This design comes from an exercise in tuning for small area and a short achievable clock period on the open sky130 flow, not from production work.
At most, simulation tests tie the RTL to the original design; equivalence was not proved.
No functional check of the RTL was part of runs 2 and 3.
The flow treats the clock pin as an ideal source, which a real chip does not have.
Power figures rest on the tool's default switching activity, not on a simulated workload.

==> design/flow/design.v <==
`timescale 1ns / 1ps
module top_module(
    input clk,
    input rst,
    input [15:0] sw,
    input btnC,
    output reg [6:0] seg,
    output reg [3:0] an,
    output reg bitti,
    output [1:0] p
    );
    reg btnC_prev;
    reg s0, sira, p0, p1;
    reg s1;              
    reg arm;             
    reg [15:0] sayi0, sayi1;
    reg [15:0] m;
    assign p = {p1, p0};
    wire gir = btnC & ~btnC_prev;
    wire cmp = btnC & arm;
    wire [15:0] tah = s1 ? sw : 16'd0;
    wire [15:0] sa = sira ? sayi0 : sayi1;
    reg [15:0] m_n;
    integer i, j;
    always @(*)
        for (i = 0; i < 4; i = i + 1)
            for (j = 0; j < 4; j = j + 1)
                m_n[4*i+j] = tah[4*i +: 4] == sa[4*j +: 4];
    always @(posedge clk) begin
        if (rst) begin
            btnC_prev <= 1'b0;
            s0 <= 1'b0;
            p0 <= 1'b1;
            s1 <= 1'b0;
            sira <= 1'b0;
            p1 <= 1'b1;
            bitti <= 1'b0;
            arm <= 1'b0;
        end else begin
            btnC_prev <= btnC;
            arm <= ~btnC & s0 & ~bitti;
            if (gir) begin
                s0 <= 1'b1;
                if (s0) begin
                    p0 <= 1'b0;
                    s1 <= 1'b1;
                end
                sira <= ~sira;
            end
            if (cmp) begin
                p1 <= ~sira;
                if (m_n[0] & m_n[5] & m_n[10] & m_n[15]) bitti <= 1'b1;
            end
        end
    end
    always @(posedge clk) begin
        if (!s0) sayi0 <= sw;
        if (!s1) sayi1 <= sw;
        if (cmp) m <= m_n;
    end
    wire [2:0] bull = !s1 ? 3'd0 : m[0] + m[5] + m[10] + m[15];
    wire [3:0] rs, rc;
    genvar r;
    generate
        for (r = 0; r < 4; r = r + 1) begin : row
            wire a = m[4*r + (r+1)%4];
            wire b = m[4*r + (r+2)%4];
            wire c = m[4*r + (r+3)%4];
            assign rs[r] = a ^ b ^ c;
            assign rc[r] = (a & b) | (a & c) | (b & c);
        end
    endgenerate
    wire [2:0] ss = (rs[0] + rs[1]) + (rs[2] + rs[3]);
    wire [2:0] sc = (rc[0] + rc[1]) + (rc[2] + rc[3]);
    wire [3:0] cow = !s1 ? 4'd0 : ss + {sc, 1'b0};
    function [6:0] hex(input [3:0] v);
        case (v)
            4'h0: hex = 7'b000_0001;
            4'h1: hex = 7'b100_1111;
            4'h2: hex = 7'b001_0010;
            4'h3: hex = 7'b000_0110;
            4'h4: hex = 7'b100_1100;
            4'h5: hex = 7'b010_0100;
            4'h6: hex = 7'b010_0000;
            4'h7: hex = 7'b000_1111;
            4'h8: hex = 7'b000_0000;
            4'h9: hex = 7'b000_0100;
            4'hA: hex = 7'b000_1000;
            4'hB: hex = 7'b110_0000;
            4'hC: hex = 7'b011_0001;
            4'hD: hex = 7'b100_0010;
            4'hE: hex = 7'b011_0000;
            default: hex = 7'b011_1000;
        endcase
    endfunction
    always @(posedge clk) begin
        if (rst) begin
            an <= 4'b1111;
            seg <= 7'b000_0000;
        end else if (!an[0]) begin
            an <= 4'b1101;
            seg <= 7'b011_0001;
        end else if (!an[1]) begin
            an <= 4'b1011;
            seg <= hex({1'b0, bull});
        end else if (!an[2]) begin
            an <= 4'b0111;
            seg <= 7'b110_0000;
        end else begin
            an <= 4'b1110;
            seg <= hex(cow);
        end
    end
endmodule
==> design/flow/flow/run.sh <==
#!/bin/bash
# ORFS layout with plain buffers on the ports, a small clock tree, and after
# clock tree synthesis a resizing pass (flow/post_cts.tcl) that trades slack
# for area and then sizes the critical paths up to a tighter target.
set -euo pipefail
here=$(pwd)
bash standard.sh synth > synth.log 2>&1
bash standard.sh \
  "BUFFER_PORTS_ARGS=-buffer_cell sky130_fd_sc_hd__buf_1" \
  "CTS_ARGS=-sink_clustering_enable -repair_clock_nets -dont_use_dummy_load" \
  "POST_CTS_TCL=$here/flow/post_cts.tcl" \
  finish > layout.log 2>&1
==> design/flow/flow/downsize.tcl <==
# greedy downsizing: each cell to the smallest same-function cell that keeps
# the worst setup slack at or above the floor and adds no slew/cap violation
proc my_downsize {floor} {
  set n 0
  foreach inst [get_cells *] {
    set ref [get_property $inst ref_name]
    if {![regexp {^(sky130_fd_sc_hd__[a-z0-9]+)_([0-9]+)$} $ref -> base size]} { continue }
    if {[string match "*clkbuf*" $base] || [string match "*dfxtp*" $base] || [string match "*edfxtp*" $base]} { continue }
    if {[string match "*buf*" $base] && [regexp {^(input|output)} [get_property $inst full_name]]} { continue }
    set lcs [get_lib_cells -quiet $ref]
    if {[llength $lcs] == 0} { continue }
    set cur_area [get_property [lindex $lcs 0] area]
    set cands {}
    foreach lc [get_lib_cells ${base}_*] {
      set nm [get_property $lc name]
      if {![regexp "^${base}_(\[0-9\]+)\$" $nm]} { continue }
      set a [get_property $lc area]
      if {$a < $cur_area} { lappend cands [list $a $nm] }
    }
    foreach c [lsort -real -index 0 $cands] {
      set nm [lindex $c 1]
      replace_cell $inst $nm
      if {[worst_slack -max] >= $floor && [sta::max_slew_violation_count] == 0 && [sta::max_capacitance_violation_count] == 0} {
        incr n
        set ref $nm
        break
      }
      replace_cell $inst $ref
    }
  }
  return $n
}
==> design/flow/flow/margin.txt <==
9.1
==> design/flow/flow/post_cts.tcl <==
set here [file dirname [info script]]
source [file join $here downsize.tcl]
set fp [open [file join $here margin.txt]]
set margin [string trim [read $fp]]
close $fp
estimate_parasitics -placement
puts "post_cts: worst slack before [worst_slack -max]"
repair_timing -setup -setup_margin $margin -skip_last_gasp
set ws [worst_slack -max]
puts "post_cts: worst slack after repair $ws"
puts "post_cts: downsized [my_downsize [expr {min($ws, $margin)}]] cells"
repair_timing -setup -setup_margin $margin -skip_last_gasp
puts "post_cts: worst slack after downsizing [worst_slack -max]"
repair_timing -hold
detailed_placement
check_placement -verbose
estimate_parasitics -placement
puts "post_cts: worst slack final [worst_slack -max] hold [worst_slack -min]"
==> design/flow/standard.sh <==
#!/bin/bash
# synth_recipe.tcl (not shown) runs the flow's synth.tcl, then flattens the netlist and writes it again
# the make line also repeats each setting of config.mk as NAME=value (left out here)
make -C /OpenROAD-flow-scripts/flow DESIGN_CONFIG=/design/flow/config.mk WORK_HOME=/design/flow/orfs CLKGATE_MAP_FILE= SYNTH_SCRIPT=/design/flow/synth_recipe.tcl "${@:-finish}"
==> design/flow/config.mk <==
export PLATFORM = sky130hd
export DESIGN_NAME = top_module
export DESIGN_NICKNAME = top_module
export VERILOG_FILES = /design/flow/design.v
export SDC_FILE = /design/flow/constraint.sdc
export NUM_CORES = 4
export LEC_CHECK = 0
export ABC_AREA = 1
export CAP_MARGIN = 20
export CORE_MARGIN = 2
export CORE_UTILIZATION = 65
export SLEW_MARGIN = 20
==> design/flow/constraint.sdc <==
create_clock -name core_clock -period 12.5 [get_ports {clk}]
set_input_delay 2.5000 -clock core_clock [delete_from_list [all_inputs] [get_ports {clk}]]
set_output_delay 2.5000 -clock core_clock [all_outputs]
set_load 0.01 [all_outputs]
==> results of run 1 <==
[synthesized netlist by cell type]
library cell / n / share of area (%)
nand2_1: 117 / 11
inv_1: 64 / 5.9
edfxtp_1: 48 / 36
xor2_1: 47 / 10
nand3_1: 23 / 2.8
dfxtp_1: 19 / 9.4
ha_1: 17 / 5.3
o21ai_0: 15 / 1.9
nor2_1: 14 / 1.3
nand2_4: 13 / 3.6
nor4_1: 13 / 2.0
a21oi_1: 12 / 1.5
fa_1: 8 / 4.0
nand2_2: 5 / 0.77
buf_4: 4 / 0.74
inv_2: 3 / 0.28
xnor2_1: 3 / 0.65
a31oi_1: 2 / 0.31
buf_6: 2 / 0.56
nor2_2: 2 / 0.31
o21bai_1: 2 / 0.37
a21boi_0: 1 / 0.19
a21oi_2: 1 / 0.22
buf_12: 1 / 0.49
clkbuf_1: 1 / 0.093
inv_8: 1 / 0.28
nand4_1: 1 / 0.15
o21ai_1: 1 / 0.12
or2_2: 1 / 0.15
[kinds of logic after synthesis]
group / Yosys count
DFF: 67
and+or+nand+nor: 189
buffers and inverters: 76
AOI/OAI and AO/OA: 34
adders and majority gates: 25
xor gates and xnor gates: 50
[layer usage]
layer  vias to the layer above  global-route usage [%]
met5                         -                       0
met4                         0                   10.28
met3                        18                   4.274
met2                        73                   41.28
met1                      1322                   30.20
li1                       1466                       -
[path summary, 6_finish.rpt]
check | startpoint | to | slack [ns] | cells after the start
worst min-delay path | p0 | p0 | 0.46 | 2
worst max register to register | m[6] | seg[3] | 9.15 | 16
worst min register to register | p0 | p0 | 0.46 | 2
worst max-delay path | an[1] | an[1] | 9.13 | 1
[through the flow]
| step | cell area (sq um) | worst slack, ns | utilization [%] | power, uW |
|---|---|---|---|---|
| floorplan | 4046 | 9.227 | - | 335.8 |
| global placement | 4184 | 8.870 | 70.25 | 354.4 |
| detailed placement | 4184 | 8.843 | 70.25 | 357.4 |
| global route | 4192 | 8.882 | 70.38 | 501.1 |
| finish | 4192 | 9.131 | 70.38 | 479.1 |
[registers in the layout, summed over array words and instances, names as in the netlist]
register,count
an,4
arm,1
bitti,1
btnC_prev,1
m,16
p0,1
p1,1
s0,1
s1,1
sayi0,16
sayi1,16
seg,7
sira,1
[layout make-up]
| type | count | area share [%] |
|---|---|---|
| Multi-Input combinational cell | 298 | 42.33 |
| Inverter | 68 | 6.090 |
| Sequential cell | 67 | 43.52 |
| Clock buffer | 9 | 2.955 |
| Tap cell | 75 | 2.239 |
| Timing Repair Buffer | 32 | 2.866 |
[layout by cell type, fill, tap and decap left out, drive strengths merged, types with 13 or more instances in the layout]
cell / netlist / final
o21ai: 16 / 16
xor2: 47 / 47
a21oi: 13 / 13
buf: 7 / 32
dfxtp: 19 / 19
nor2: 16 / 16
ha: 17 / 17
edfxtp: 48 / 48
nand2: 135 / 135
nand3: 23 / 23
inv: 68 / 68
nor4: 13 / 13
[report_power, final]
part	total (uW)	internal [uW]	switching (uW)	leakage [uW]
sequential	259	253	6.46	0.000638
combinational	86.9	28.5	58.4	0.00137
clock	133	64.0	68.8	0.0000647
total	479	345	134	0.00207
==> run notes, run 1 <==
* Synth Area in XOR/XNOR at 10.82%
* HP Class: flop to flop
* Initial DRC count at 112
* Simple-Gate Fraction of Synth Area at 22.02%
* Multi-input combinational cell area at 0.001774 sq mm
* Fill count at 494
* Area grow syn2layout at 3.587%
* Relative slew slack at 40.65%
* Vias in the first global route at 2,771
* Met2 Routed Length at 3953 um
* Synthesized Nets at 485
* Average wire per standard cell at 14.43 um
* Routed Antenna Nets at 0
* DRC violations left at 0
* Die H at 82.90 um
* Initial antenna violation count at 0
* LEAKAGE at 0.002074 uW
* I/O Buffers at 32
* Final period util at 26.96%
* Chip width at 82.90 um
* Final hold violations at 0
* Antenna diodes at 0
* Critical path required time at 10.00 ns
* CP delay by family, top: flip-flops
* Initial Util at 67.94%
* Synth Register Bits at 67
* DRT Pass-1 Iters at 5
* WL final at 7923 um
* Nets at 520
* Count of pins over their slew limit at 0
* Post-Syn Area at 0.004046 sq mm
* First-pass GRT wire length at 13,020 um
* FF/Latch Area at 0.001824 sq mm
* TNS Setup at 0 ns
* Compound-Gate Fraction of Synth Area at 4.545%
* Register area share after synthesis at 45.02%
* Unrepaired setup endpoints after global routing: no
* Avg Cell Area, Syn at 9.175 sq um
* Startpoint types: flop
* Vias/cell at 5.244
* Clock Latency Late Sink at 0.34 ns
* Setup Skew at 0.02775 ns
* Row cnt at 28
* Sink Count at 67
* Status: timing/DRC/antenna clean
* Multiplexer area fraction after synthesis at 0%
* MaxCap Viol Count at 0
* Final Wtd Congestion at 0.9466
* DP Cell Count at 540
* Met3 routed WL at 424 um
* Worst VDD drop at 0.08274 mV
* Final Non-Filler Cells at 549
* Vias at 2,879
* WP data arrival at 0.87 ns
* Largest net degree at the start of global routing at 24
* Clock-pin slew on the worst setup and hold paths at 0.08 ns
* CP max stage cell: dfxtp_2
* DIE AREA at 0.006872 sq mm
* F_max at 0.2968 GHz
* Worst path cell trace: buf_1
* Layout cell share with drive strength beyond 1 at 3.376%
* Pwr dens at 114.3 mW/mm^2
* CP max stage delay at 0.37 ns
* CP Buf/Inv Count at 1
* Max layer used: met4
* Yosys cell types at 29
* Cells after synthesis at 441
* Main combinational cell family by area after synthesis: simple AND/OR/NAND/NOR gates
* CTS tree: done
* Core box area at 0.005956 sq mm
* Crit path max fanout at 5
* GRT overflow at 0
* WL met1 at 3377 um
* Crit path kind: flop to output pin
* Post-DP HPWL at 6056 um
* Final hold slack at 0.4557 ns
* Worst-Margin Slew at 0.8892 ns
* Min cycle time layout at 3.369 ns
* Gr usage total at 24.16%
* Synth Warn # at 1
* Setup Viol. Count Final at 0
* Synth Area in Adders at 9.215%
* Critical Path End Type: output pin
* I/O pins at 33
==> run 2: changes to the inputs <==
==> design/flow/design.v (replaced) <==
`timescale 1ns / 1ps
module top_module(
    input clk,
    input rst,
    input [15:0] sw,
    input btnC,
    output reg [6:0] seg,
    output reg [3:0] an,
    output reg bitti,
    output [1:0] p
    );
    reg btnC_prev;
    reg s0, sira, p0, p1;
    reg s1;              
    reg arm;             
    reg [15:0] sayi0, sayi1;
    reg [15:0] m;
    assign p = {p1, p0};
    wire gir = btnC & ~btnC_prev;
    wire cmp = btnC & arm;
    wire [15:0] tah = sw & {16{s1}};
    wire [15:0] sa;
    mux16 smux(.sel(sira), .a(sayi0), .b(sayi1), .y(sa));
    wire [15:0] m_n;
    match_matrix mm(.g(tah), .s(sa), .m(m_n));
    always @(posedge clk) begin
        if (rst) begin
            btnC_prev <= 1'b0;
            s0 <= 1'b0;
            p0 <= 1'b1;
            s1 <= 1'b0;
            sira <= 1'b0;
            p1 <= 1'b1;
            bitti <= 1'b0;
            arm <= 1'b0;
        end else begin
            btnC_prev <= btnC;
            arm <= ~btnC & s0 & ~bitti;
            if (gir) begin
                s0 <= 1'b1;
                if (s0) begin
                    p0 <= 1'b0;
                    s1 <= 1'b1;
                end
                sira <= ~sira;
            end
            if (cmp) begin
                p1 <= ~sira;
                if (m_n[0] & m_n[5] & m_n[10] & m_n[15]) bitti <= 1'b1;
            end
        end
    end
    always @(posedge clk) begin
        if (!s0) sayi0 <= sw;
        if (!s1) sayi1 <= sw;
        if (cmp) m <= m_n;
    end
    function [1:0] fa(input x, input y, input z);
        fa = {(x & y) | (x & z) | (y & z), x ^ y ^ z};
    endfunction
    wire [1:0] d0 = fa(m[0], m[5], m[10]);
    wire b0 = d0[0] ^ m[15];
    wire e0 = d0[0] & m[15];
    wire [2:0] bull = {d0[1] & e0, d0[1] ^ e0, b0};
    wire [1:0] f0 = fa(m[1], m[2], m[3]);
    wire [1:0] f1 = fa(m[4], m[6], m[7]);
    wire [1:0] f2 = fa(m[8], m[9], m[11]);
    wire [1:0] f3 = fa(m[12], m[13], m[14]);
    wire [1:0] g0 = fa(f0[0], f1[0], f2[0]);
    wire [1:0] g1 = fa(f0[1], f1[1], f2[1]);
    wire c0 = g0[0] ^ f3[0];
    wire k0 = g0[0] & f3[0];
    wire [1:0] g2 = fa(g0[1], g1[0], f3[1]);
    wire c1 = g2[0] ^ k0;
    wire k1 = g2[0] & k0;
    wire [1:0] g3 = fa(g1[1], g2[1], k1);
    wire [3:0] cow = {g3[1], g3[0], c1, c0};
    reg [3:0] v;
    always @(*)
        if (!an[0]) v = 4'hC;
        else if (!an[1]) v = s1 ? {1'b0, bull} : 4'h0;
        else if (!an[2]) v = 4'hB;
        else v = s1 ? cow : 4'h0;
    wire [6:0] seg_n;
    assign seg_n[0] = (~v[3] & ~v[2] & ~v[1]) | (v[3] & v[2]) | (v[2] & v[1] & v[0]);
    assign seg_n[1] = (~v[3] & ~v[2] & v[0]) | (~v[3] & ~v[2] & v[1]) | (~v[3] & v[1] & v[0]);
    assign seg_n[2] = (~v[3] & v[0]) | (~v[1] & v[0]) | (~v[3] & v[2] & ~v[1]);
    assign seg_n[3] = (v[3] & v[1] & ~v[0]) | (v[2] & v[1] & v[0]) | (~v[3] & v[2] & ~v[1] & ~v[0]) | (~v[3] & ~v[2] & ~v[1] & v[0]);
    assign seg_n[4] = (v[3] & v[2]) | (~v[3] & ~v[2] & v[1] & ~v[0]);
    assign seg_n[5] = (v[3] & v[2]) | (v[2] & v[1] & ~v[0]) | (v[3] & v[1] & v[0]) | (v[2] & ~v[1] & v[0]);
    assign seg_n[6] = (v[3] & v[1] & v[0]) | (~v[3] & v[2] & ~v[1] & ~v[0]) | (~v[3] & ~v[2] & ~v[1] & v[0]);
    always @(posedge clk) begin
        if (rst) begin
            an <= 4'b1111;
            seg <= 7'b000_0000;
        end else begin
            an <= {an[2:0], an[3] & ~&an[2:0]};
            seg <= seg_n;
        end
    end
endmodule
module mux16(
    input sel,
    input [15:0] a,
    input [15:0] b,
    output [15:0] y
    );
    assign y = sel ? a : b;
endmodule
module match_matrix(
    input [15:0] g,
    input [15:0] s,
    output [15:0] m
    );
    genvar i, j;
    generate
        for (i = 0; i < 4; i = i + 1) begin : gi
            for (j = 0; j < 4; j = j + 1) begin : gj
                eq4 e(.a(g[4*i +: 4]), .b(s[4*j +: 4]), .y(m[4*i+j]));
            end
        end
    endgenerate
endmodule
module eq4(
    input [3:0] a,
    input [3:0] b,
    output y
    );
    assign y = a == b;
endmodule
--- a/design/flow/flow/downsize.tcl
+++ b/design/flow/flow/downsize.tcl
@@ -31,2 +31,38 @@
   return $n
 }
+
+# the largest early or late slew, either edge, at any flip-flop clock pin
+proc my_clock_slew {} {
+  set w 0
+  foreach pin [all_registers -clock_pins -edge_triggered] {
+    foreach e {rise fall} {
+      set s [get_property $pin slew_max_$e]
+      if {$s > $w} { set w $s }
+    }
+  }
+  return $w
+}
+
+# clock buffers to a smaller size where the clock-pin slew stays under
+# max_slew and the worst setup and hold slacks stay at or above the floors
+proc my_downsize_clock {floor max_slew} {
+  set n 0
+  foreach inst [get_cells *] {
+    set ref [get_property $inst ref_name]
+    if {![regexp {^sky130_fd_sc_hd__clkbuf_([0-9]+)$} $ref -> size]} { continue }
+    foreach cand {sky130_fd_sc_hd__clkbuf_2 sky130_fd_sc_hd__clkbuf_4} {
+      regexp {_([0-9]+)$} $cand -> csize
+      if {$csize >= $size} { continue }
+      replace_cell $inst $cand
+      if {[worst_slack -max] >= $floor && [worst_slack -min] >= 0.1 && [my_clock_slew] <= $max_slew
+          && [sta::max_slew_violation_count] == 0 && [sta::max_capacitance_violation_count] == 0} {
+        incr n
+        set ref $cand
+        set size $csize
+        break
+      }
+      replace_cell $inst $ref
+    }
+  }
+  return $n
+}
==> design/flow/flow/margin.txt (replaced) <==
9.05
--- a/design/flow/config.mk
+++ b/design/flow/config.mk
@@ -6,7 +6,8 @@
 export NUM_CORES = 4
 export LEC_CHECK = 0
-export ABC_AREA = 1
+export ABC_AREA = 0
 export CAP_MARGIN = 20
 export CORE_MARGIN = 2
-export CORE_UTILIZATION = 65
+export CORE_UTILIZATION = 70
 export SLEW_MARGIN = 20
+export SYNTH_HIERARCHICAL = 1
==> run 2 against run 1 <==
Non-clock buffer count is 2 higher; synthesized area is 8.6% lower; synthesized cell count is 36% lower; register-to-register slack got worse by 0.23 ns; hold slack improved by 0.0090 ns; first-iteration DRC count is 1.8% higher; combinational power up 2%; maximum frequency down 6.3%; sequential power barely moved.
==> run notes, run 2 <==
* Worst-Margin Slew at 1.056 ns (was 0.8892 ns)
* Compound-Gate Fraction of Synth Area at 5.853% (was 4.545%)
* Vias/cell at 5.681 (was 5.244)
* FF-to-FF Start: m[8] (was m[6])
* Clock Latency Late Sink at 0.33 ns (was 0.34 ns)
* Synth area leader: edfxtp_1 (unchanged)
* DIE AREA at 0.005881 sq mm (was 0.006872 sq mm)
* Unrepaired setup endpoints after global routing: no (unchanged)
* FF/Latch Area at 0.001827 sq mm (was 0.001824 sq mm)
* Avg Cell Area, Syn at 13.12 sq um (was 9.175 sq um)
* Critical path required time at 12.75 ns (was 10.00 ns)
* Average wire per standard cell at 17.63 um (was 14.43 um)
* Pwr dens at 124.5 mW/mm^2 (was 114.3 mW/mm^2)
* Sink Count at 67 (unchanged)
* Gr usage total at 26.05% (was 24.16%)
* Pre-CTS setup slack at 8.664 ns (was 8.843 ns)
* R2R Setup Slk at 8.92 ns (was 9.15 ns)
* Most frequent cells in the layout: 64 x xor2_1, 48 x edfxtp_1, 32 x buf_1 (was 135 x nand2_1, 65 x inv_1, 48 x edfxtp_1)
* Crit path max fanout at 4 (was 5)
* Vias in the first global route at 2,352 (was 2,771)
* Clock-pin slew on the worst setup and hold paths at 0.07 ns (was 0.08 ns)
* I/O Buffers at 32 (unchanged)
* CP Buf/Inv Count at 1 (unchanged)
* Met3 routed WL at 264 um (was 424 um)
* Die H at 76.69 um (was 82.90 um)
* Crit Reg-Reg Endpoint: seg[4] (was seg[3])
* Initial antenna violation count at 0 (unchanged)
* Synthesized Nets at 314 (was 485)
* Multiplexer area fraction after synthesis at 6.461% (was 0%)
* Post-synth EDFFs at 48 (unchanged)
* Largest net degree at the start of global routing at 27 (was 24)
* Crit path kind: input port to flop (was flop to output pin)
* GRT overflow at 0 (unchanged)
* WP data arrival at 3.84 ns (was 0.87 ns)
* Area grow syn2layout at 4.635% (was 3.587%)
* Register area share after synthesis at 49.26% (was 45.02%)
* WL met1 at 3150 um (was 3377 um)
* DRT Pass-1 Iters at 4 (was 5)
* CP max stage cell: and2_0 (was dfxtp_2)
* Reg2Reg Depth at 14 (was 16)
* Chip width at 76.69 um (was 82.90 um)
* Vias at 2,187 (was 2,879)
* Worst path cell trace: buf_1, and2_0, xor2_1, nor4_2, nand4_1, nor2_1, nor2_1, nor2_1 (was buf_1)
* Synth Warn # at 7 (was 1)
* Worst setup margin at 8.905 ns (was 9.131 ns)
* Hold path startpoint: p1 (was p0)
* Max layer used: met4 (unchanged)
* Synth top cells by count: 64 x xor2_1, 48 x edfxtp_1, 19 x dfxtp_1, 18 x and2_1, 16 x nor4_2 (was 117 x nand2_1, 64 x inv_1, 48 x edfxtp_1, 47 x xor2_1, 23 x nand3_1)
* Count leader, synth: xor2_1 (was nand2_1)
* First-pass GRT wire length at 11,590 um (was 13,020 um)
* Design Area, Final at 0.003870 sq mm (was 0.004192 sq mm)
* Ys async rst share at 0% (unchanged)
* Initial Util at 72.42% (was 67.94%)
* Min cycle time layout at 3.595 ns (was 3.369 ns)
* Synth Area in Adders at 6.225% (was 9.215%)
* Row cnt at 26 (was 28)
* Area contributors post-synth: edfxtp_1 39%, xor2_1 15%, dfxtp_1 10% (was edfxtp_1 36%, nand2_1 11%, xor2_1 10%)
* Synth Area in XOR/XNOR at 15.63% (was 10.82%)
* Status: timing/DRC/antenna clean (unchanged)
* Layout cell share with drive strength beyond 1 at 13.02% (was 3.376%)
* Commonest non-fill, non-tap cell in the layout: xor2_1 (was nand2_1)
* Post-synth top area share at 38.97% (was 35.62%)
* Yosys cell types at 47 (was 29)
* Met2 Routed Length at 3330 um (was 3953 um)
* WP depth at 8 (was 1)
* Nets at 349 (was 520)
* Core box area at 0.005107 sq mm (was 0.005956 sq mm)
* I/O pins at 33 (unchanged)
* CTS tree: done (unchanged)
* Initial DRC count at 114 (was 112)
* LEAKAGE at 0.001506 uW (was 0.002074 uW)
* Antenna diodes at 0 (unchanged)
* Multi-input combinational cell area at 0.001643 sq mm (was 0.001774 sq mm)
* Worst setup path start: sw[4] (was an[1])
* TNS Setup at 0 ns (unchanged)
* CP max stage delay at 0.35 ns (was 0.37 ns)
* Final period util at 28.76% (was 26.96%)
* Final hold violations at 0 (unchanged)
* Crit-path most repeated cell: nor2_1
* Routed Antenna Nets at 0 (unchanged)
* Worst VDD drop at 0.08464 mV (was 0.08274 mV)
* Biggest registers after layout: m (16), sayi0 (16), sayi1 (16) (unchanged)
* Final Power at 481.8 uW (was 479.1 uW)
* Post-Syn Area at 0.003699 sq mm (was 0.004046 sq mm)
* Synth Register Bits at 67 (unchanged)
* MaxCap Viol Count at 0 (unchanged)
* WL final at 6789 um (was 7923 um)
* Setup Viol. Count Final at 0 (unchanged)
* HP Class: flop to flop (unchanged)
* CP delay by family, top: simple AND/OR/NAND/NOR gates (was flip-flops)
* Setup Skew at 0.02523 ns (was 0.02775 ns)
* Count of pins over their slew limit at 0 (unchanged)
* Startpoint types: input port (was flop)
* Placed inst area at 0.003834 sq mm (was 0.004184 sq mm)
* Simple-Gate Fraction of Synth Area at 13.09% (was 22.02%)
* Main combinational cell family by area after synthesis: XOR/XNOR gates (was simple AND/OR/NAND/NOR gates)
* Post-DP HPWL at 4979 um (was 6056 um)
* Relative slew slack at 28.88% (was 40.65%)
* Ys flop type: edfxtp_1 (unchanged)
* Fill count at 386 (was 494)
* Hold Crit Endpoint: p1 (was p0)
* Critical Path End Type: flop (was output pin)
* F_max at 0.2782 GHz (was 0.2968 GHz)
* Cells after synthesis at 282 (was 441)
* Min-Delay Path Depth at 1 (was 2)
* Final Wtd Congestion at 0.8934 (was 0.9466)
* DRC violations left at 0 (unchanged)
[run 2: cell families (layout without fill, tap and decap cells)]
kind of cell,Yosys count,in the layout
fa+ha+maj,13,13
mux,18,18
simple gates,65,65
compound gates,28,28
flops,67,67
buf+inv,25,58
xor+xnor,66,66
[run 2: metal layers]
| metal | vias to the layer above | global-route usage [%] |
|---|---|---|
| met5 | - | 0 |
| met1 | 1071 | 35.19 |
| met4 | 0 | 8.364 |
| met2 | 51 | 41.67 |
| li1 | 1061 | - |
| met3 | 4 | 6.588 |
[run 2: how the worst max path moves through the flow]
| stage | to |
|---|---|
| final | bitti |
| after global routing | bitti |
| after detailed placement | seg[4] |
| after global placement | bitti |
| after floorplan | seg[4] |
[run 2: area by class of cell]
type	count	share of cell area, %
clock buffers	9	3.201
inverters	15	1.455
multi-input cells	190	42.45
flip-flops and latches	67	47.20
well taps	70	2.263
repair buffers	34	3.427
[run 2: per-stage QoR]
stage          instances  utilization (%)  hold slack (ns)
2_1_floorplan        282                -           0.4278
3_3_place_gp         374            75.06           0.4307
3_5_place_dp         374            75.06           0.4487
5_1_grt              385            75.77           0.5018
6_report             385            75.77           0.4647
[run 2: where the power goes]
group	total, uW	switching (uW)	internal (uW)
combinational	88.4	52.5	35.9
clock	131	67.3	64.0
sequential	262	8.95	253
[run 2: Yosys stat by module (local to each module, per instance), a selection]
module / flops+latches / cells / area, sq um / times used
eq4: 0 / 5 / 47.55 / 16
top_module: 67 / 184 / 2689 / 1
mux16: 0 / 18 / 249.0 / 1
==> run 3: changes to the inputs <==
--- a/design/flow/design.v
+++ b/design/flow/design.v
@@ -56,38 +56,6 @@
         if (cmp) m <= m_n;
     end
-    function [1:0] fa(input x, input y, input z);
-        fa = {(x & y) | (x & z) | (y & z), x ^ y ^ z};
-    endfunction
-    wire [1:0] d0 = fa(m[0], m[5], m[10]);
-    wire b0 = d0[0] ^ m[15];
-    wire e0 = d0[0] & m[15];
-    wire [2:0] bull = {d0[1] & e0, d0[1] ^ e0, b0};
-    wire [1:0] f0 = fa(m[1], m[2], m[3]);
-    wire [1:0] f1 = fa(m[4], m[6], m[7]);
-    wire [1:0] f2 = fa(m[8], m[9], m[11]);
-    wire [1:0] f3 = fa(m[12], m[13], m[14]);
-    wire [1:0] g0 = fa(f0[0], f1[0], f2[0]);
-    wire [1:0] g1 = fa(f0[1], f1[1], f2[1]);
-    wire c0 = g0[0] ^ f3[0];
-    wire k0 = g0[0] & f3[0];
-    wire [1:0] g2 = fa(g0[1], g1[0], f3[1]);
-    wire c1 = g2[0] ^ k0;
-    wire k1 = g2[0] & k0;
-    wire [1:0] g3 = fa(g1[1], g2[1], k1);
-    wire [3:0] cow = {g3[1], g3[0], c1, c0};
-    reg [3:0] v;
-    always @(*)
-        if (!an[0]) v = 4'hC;
-        else if (!an[1]) v = s1 ? {1'b0, bull} : 4'h0;
-        else if (!an[2]) v = 4'hB;
-        else v = s1 ? cow : 4'h0;
     wire [6:0] seg_n;
-    assign seg_n[0] = (~v[3] & ~v[2] & ~v[1]) | (v[3] & v[2]) | (v[2] & v[1] & v[0]);
-    assign seg_n[1] = (~v[3] & ~v[2] & v[0]) | (~v[3] & ~v[2] & v[1]) | (~v[3] & v[1] & v[0]);
-    assign seg_n[2] = (~v[3] & v[0]) | (~v[1] & v[0]) | (~v[3] & v[2] & ~v[1]);
-    assign seg_n[3] = (v[3] & v[1] & ~v[0]) | (v[2] & v[1] & v[0]) | (~v[3] & v[2] & ~v[1] & ~v[0]) | (~v[3] & ~v[2] & ~v[1] & v[0]);
-    assign seg_n[4] = (v[3] & v[2]) | (~v[3] & ~v[2] & v[1] & ~v[0]);
-    assign seg_n[5] = (v[3] & v[2]) | (v[2] & v[1] & ~v[0]) | (v[3] & v[1] & v[0]) | (v[2] & ~v[1] & v[0]);
-    assign seg_n[6] = (v[3] & v[1] & v[0]) | (~v[3] & v[2] & ~v[1] & ~v[0]) | (~v[3] & ~v[2] & ~v[1] & v[0]);
+    display dp(.m(m), .s1(s1), .an(an), .seg(seg_n));
     always @(posedge clk) begin
         if (rst) begin
@@ -129,2 +97,75 @@
     assign y = a == b;
 endmodule
+module display(
+    input [15:0] m,
+    input s1,
+    input [3:0] an,
+    output reg [6:0] seg
+    );
+    function [1:0] fa(input x, input y, input z);
+        fa = {(x & y) | (x & z) | (y & z), x ^ y ^ z};
+    endfunction
+    wire [1:0] pq = fa(m[0], m[5], m[10]);
+    wire [2:0] bv = {pq[1], m[15], pq[0]};
+    wire [1:0] r0 = fa(m[1], m[2], m[3]);
+    wire [1:0] r1 = fa(m[4], m[6], m[7]);
+    wire [1:0] r2 = fa(m[8], m[9], m[11]);
+    wire [1:0] r3 = fa(m[12], m[13], m[14]);
+    wire [1:0] xy = fa(r0[0], r1[0], r2[0]);
+    wire [1:0] ab = fa(r0[1], r1[1], r2[1]);
+    wire [1:0] w = fa(xy[1], ab[0], r3[1]);
+    wire [1:0] u = {xy[0] & r3[0], xy[0] ^ r3[0]};
+    wire [4:0] cv = {ab[1], w[1], w[0], u[1], u[0]};
+    reg [6:0] segc, segb;
+    always @(*)
+        case (cv)
+            5'd0: segc = 7'b0000001;
+            5'd1: segc = 7'b1001111;
+            5'd2: segc = 7'b0010010;
+            5'd3: segc = 7'b0000110;
+            5'd4: segc = 7'b0010010;
+            5'd5: segc = 7'b0000110;
+            5'd6: segc = 7'b1001100;
+            5'd7: segc = 7'b0100100;
+            5'd8: segc = 7'b1001100;
+            5'd9: segc = 7'b0100100;
+            5'd10: segc = 7'b0100000;
+            5'd11: segc = 7'b0001111;
+            5'd12: segc = 7'b0100000;
+            5'd13: segc = 7'b0001111;
+            5'd14: segc = 7'b0000000;
+            5'd15: segc = 7'b0000100;
+            5'd16: segc = 7'b1001100;
+            5'd17: segc = 7'b0100100;
+            5'd18: segc = 7'b0100000;
+            5'd19: segc = 7'b0001111;
+            5'd20: segc = 7'b0100000;
+            5'd21: segc = 7'b0001111;
+            5'd22: segc = 7'b0000000;
+            5'd23: segc = 7'b0000100;
+            5'd24: segc = 7'b0000000;
+            5'd25: segc = 7'b0000100;
+            5'd26: segc = 7'b0001000;
+            5'd27: segc = 7'b1100000;
+            5'd28: segc = 7'b0001000;
+            5'd29: segc = 7'b1100000;
+            5'd30: segc = 7'b0110001;
+            5'd31: segc = 7'b1000010;
+        endcase
+    always @(*)
+        case (bv)
+            3'd0: segb = 7'b0000001;
+            3'd1: segb = 7'b1001111;
+            3'd2: segb = 7'b1001111;
+            3'd3: segb = 7'b0010010;
+            3'd4: segb = 7'b0010010;
+            3'd5: segb = 7'b0000110;
+            3'd6: segb = 7'b0000110;
+            3'd7: segb = 7'b1001100;
+        endcase
+    always @(*)
+        if (!an[0]) seg = 7'b011_0001;
+        else if (!an[1]) seg = s1 ? segb : 7'b000_0001;
+        else if (!an[2]) seg = 7'b110_0000;
+        else seg = s1 ? segc : 7'b000_0001;
+endmodule
==> design/flow/flow/margin.txt (replaced) <==
9.2
==> run 3 against run 2 <==
Still clean; flip-flop and latch count did not move; die area rose by 7.3%; first-iteration DRC count rose by 12%; synthesized cell count rose by 15%; count of clock-buffer cells in the layout did not move; design area rose by 8.9%; synthesized area rose by 7.7%; setup slack improved by 0.10 ns; sequential power barely moved; maximum frequency rose by 2.9%; largest power group unchanged.
==> run notes, run 3 <==
* Antenna diodes at 0 (unchanged)
* TNS Setup at 0 ns (unchanged)
* Largest net degree at the start of global routing at 29 (was 27)
* Power Internal at 359.4 uW (was 352.9 uW)
* Nets at 399 (was 349)
* Core box area at 0.005507 sq mm (was 0.005107 sq mm)
* Synth Warn # at 8 (was 7)
* CTS tree: done (unchanged)
* Final hold slack at 0.4579 ns (was 0.4647 ns)
* MaxCap Viol Count at 0 (unchanged)
* DRC violations left at 0 (unchanged)
* Chip width at 79.45 um (was 76.69 um)
* Pwr dens at 118.5 mW/mm^2 (was 124.5 mW/mm^2)
* Final Wtd Congestion at 0.8969 (was 0.8934)
* I/O Buffers at 32 (unchanged)
* Area grow syn2layout at 5.714% (was 4.635%)
* Synth area leader: edfxtp_1 (unchanged)
* Count of pins over their slew limit at 0 (unchanged)
* Setup Skew at 0.02498 ns (was 0.02523 ns)
* R2R Setup Slk at 9.25 ns (was 8.92 ns)
* Clock Latency Late Sink at 0.35 ns (was 0.33 ns)
* Cells after synthesis at 325 (was 282)
* Vias in the first global route at 2,589 (was 2,352)
* Clock share of power at 26.6% (was 27.3%)
* Count leader, synth: xor2_1 (unchanged)
* Post-synth EDFFs at 48 (unchanged)
* Layout cell share with drive strength beyond 1 at 15.47% (was 13.02%)
* I/O pins at 33 (unchanged)
* Clock-pin slew on the worst setup and hold paths at 0.07 ns (about the same)
* Die H at 79.45 um (was 76.69 um)
* Gr usage total at 26.96% (was 26.05%)
* Sink Count at 67 (unchanged)
* LEAKAGE at 0.001742 uW (was 0.001506 uW)
* WL final at 7665 um (was 6789 um)
* Switch Pwr at 139.7 uW (was 128.8 uW)
* DIE AREA at 0.006312 sq mm (was 0.005881 sq mm)
* Final period util at 27.95% (was 28.76%)
* Area contributors post-synth: edfxtp_1 36%, xor2_1 14%, dfxtp_1 9.5% (was edfxtp_1 39%, xor2_1 15%, dfxtp_1 10%)
* Placed inst area at 0.004053 sq mm (was 0.003834 sq mm)
* Post-synth top area share at 36.17% (was 38.97%)
* Post-Syn Area at 0.003985 sq mm (was 0.003699 sq mm)
* Register area share after synthesis at 45.71% (was 49.26%)
* Most frequent cells in the layout: 64 x xor2_1, 48 x edfxtp_1, 27 x buf_1 (was 64 x xor2_1, 48 x edfxtp_1, 32 x buf_1)
* Initial antenna violation count at 0 (unchanged)
* Crit path max fanout at 4 (unchanged)
* Biggest registers after layout: m (16), sayi0 (16), sayi1 (16) (unchanged)
* Synth Register Bits at 67 (unchanged)
* Post-DP HPWL at 5402 um (was 4979 um)
* DP Cell Count at 414 (was 374)
* Min cycle time layout at 3.494 ns (was 3.595 ns)
* Yosys cell types at 46 (was 47)
* F_max at 0.2862 GHz (was 0.2782 GHz)
* Critical Path End Type: flop (unchanged)
* Setup Viol. Count Final at 0 (unchanged)
* Worst-Margin Slew at 0.9394 ns (was 1.056 ns)
* GRT overflow at 0 (unchanged)
* Row cnt at 27 (was 26)
* Startpoint types: input port (unchanged)
* Routed Antenna Nets at 0 (unchanged)
* Crit path kind: input port to flop (unchanged)
* Vias/cell at 5.770 (was 5.681)
* Worst VDD drop at 0.09427 mV (was 0.08464 mV)
* Synthesized Nets at 360 (was 314)
* Ys flop type: edfxtp_1 (unchanged)
* Ys async rst share at 0% (unchanged)
* Final hold violations at 0 (unchanged)
* Critical path required time at 12.77 ns (was 12.75 ns)
* Commonest non-fill, non-tap cell in the layout: xor2_1 (unchanged)
* Vias at 2,504 (was 2,187)
* Average wire per standard cell at 17.66 um (was 17.63 um)
* Avg Cell Area, Syn at 12.26 sq um (was 13.12 sq um)
* DRT Pass-1 Iters at 4 (unchanged)
* Relative slew slack at 37.29% (was 28.88%)
* WP data arrival at 3.76 ns (was 3.84 ns)
* HP Class: flop to flop (unchanged)
* Flop pwr share at 52.1% (was 54.4%)
* Initial Util at 72.37% (was 72.42%)
* Synth top cells by count: 64 x xor2_1, 48 x edfxtp_1, 20 x inv_1, 19 x dfxtp_1, 17 x and2_1 (was 64 x xor2_1, 48 x edfxtp_1, 19 x dfxtp_1, 18 x and2_1, 16 x nor4_2)
* Final Power at 499.1 uW (was 481.8 uW)
* Design Area, Final at 0.004213 sq mm (was 0.003870 sq mm)
* First-pass GRT wire length at 12,670 um (was 11,590 um)
* Net Sw Frac at 27.98% (was 26.74%)
* Comb pwr share at 21.3% (was 18.4%)
* Status: timing/DRC/antenna clean (unchanged)
* Initial DRC count at 128 (was 114)
* Unrepaired setup endpoints after global routing: no (unchanged)
* Final Non-Filler Cells at 434 (was 385)
## run 3: changes by cell type after synthesis, sizes merged, moves of 3 or more
cell    change
and2b       +8
buf         +9
clkbuf      -4
ha          +4
inv         +5
mux2i       +5
nand2       +3
nor2        +3
o21ai       +4
o22ai       +3
## run 3: power by group through the flow
stage / clock (uW) / combinational (uW) / sequential (uW)
final: 133 / 106 / 260
after global placement: 0 / 105 / 266
after detailed placement: 0 / 108 / 266
after global routing: 144 / 116 / 262
after floorplan: 0 / 92.0 / 262
## run 3: per-stage QoR
step | utilization, % | worst slack (ns)
2_1_floorplan | - | 8.962
3_3_place_gp | 73.60 | 8.677
3_5_place_dp | 73.60 | 8.642
5_1_grt | 76.51 | 8.894
6_report | 76.51 | 9.006
## run 3: area by class of cell
class | count | area [sq um]
Multi-Input combinational cell | 223 | 1858
Sequential cell | 67 | 1838
Fill cell | 404 | 1294
Timing Repair Buffer | 43 | 227.7
Clock buffer | 9 | 123.9
Tap cell | 72 | 90.09
Inverter | 20 | 75.07
## run 3: worst paths after layout
path | start | end | cells after the start
worst max-delay path | sw[12] | bitti | 7
worst min-delay path | an[3] | an[0] | 1
worst max register to register | m[8] | seg[5] | 9
worst min register to register | an[3] | an[0] | 1
## run 3: critical path, cell delays in order
cell,delay [ns]
buf_1,0.11
and2_1,0.29
xor2_1,0.13
nor4_2,0.32
and4_1,0.24
a31oi_1,0.08
nor2_1,0.09
## run 3: routing by layer
metal	routed length (um)	track usage, %
met4	195	13.62
met2	3874	44.62
met5	0	0
met3	259	4.864
met1	3335	34.02
## run 3: logic make-up after synthesis
| group | Yosys count | share of synthesized area, % |
|---|---|---|
| simple gates | 79 | 13.91 |
| xor+xnor | 67 | 14.73 |
| flops | 67 | 45.71 |
| compound gates | 39 | 6.687 |
| buf+inv | 35 | 5.463 |
| mux | 22 | 6.970 |
| fa+ha+maj | 16 | 6.531 |
## run 3: per-module statistics from Yosys (local to each module, per instance), excerpt
module | flops+latches | times used
eq4 | 0 | 16
mux16 | 0 | 1
display | 0 | 1
top_module | 67 | 1

port drivers added, routing unchanged:
Ports are ideal in the flow. The routed layouts listed here were re-timed in OpenROAD. Step 1 sets driving cells, clkbuf_16 on the clock port and buf_2 on the other inputs (assumed; they add their load-dependent delay and slew). Step 2 moves the port delays by t, midway between the first and last clock arrival at a register: inputs arrive t later, outputs are due t later. That takes back most of the time a late clock gives input paths. Slacks: ideal ports / drivers / drivers and shift; pairs: ideal ports / drivers.
| run | t (ns) | setup WS [ns] | slew at the worst register clock pin (ns) |
|---|---|---|---|
| run 1 | 0.356 | 9.131 / 9.104 / 8.816 | 0.08 / 0.08 |
| run 2 | 0.353 | 8.905 / 8.914 / 8.562 | 0.08 / 0.08 |
| run 3 | 0.363 | 9.006 / 9.014 / 8.651 | 0.07 / 0.07 |
After both steps every run listed still meets setup and hold. For run 3, which loses most, drivers alone change the setup slack by +0.008 ns; drivers and shift together by -0.355 ns.
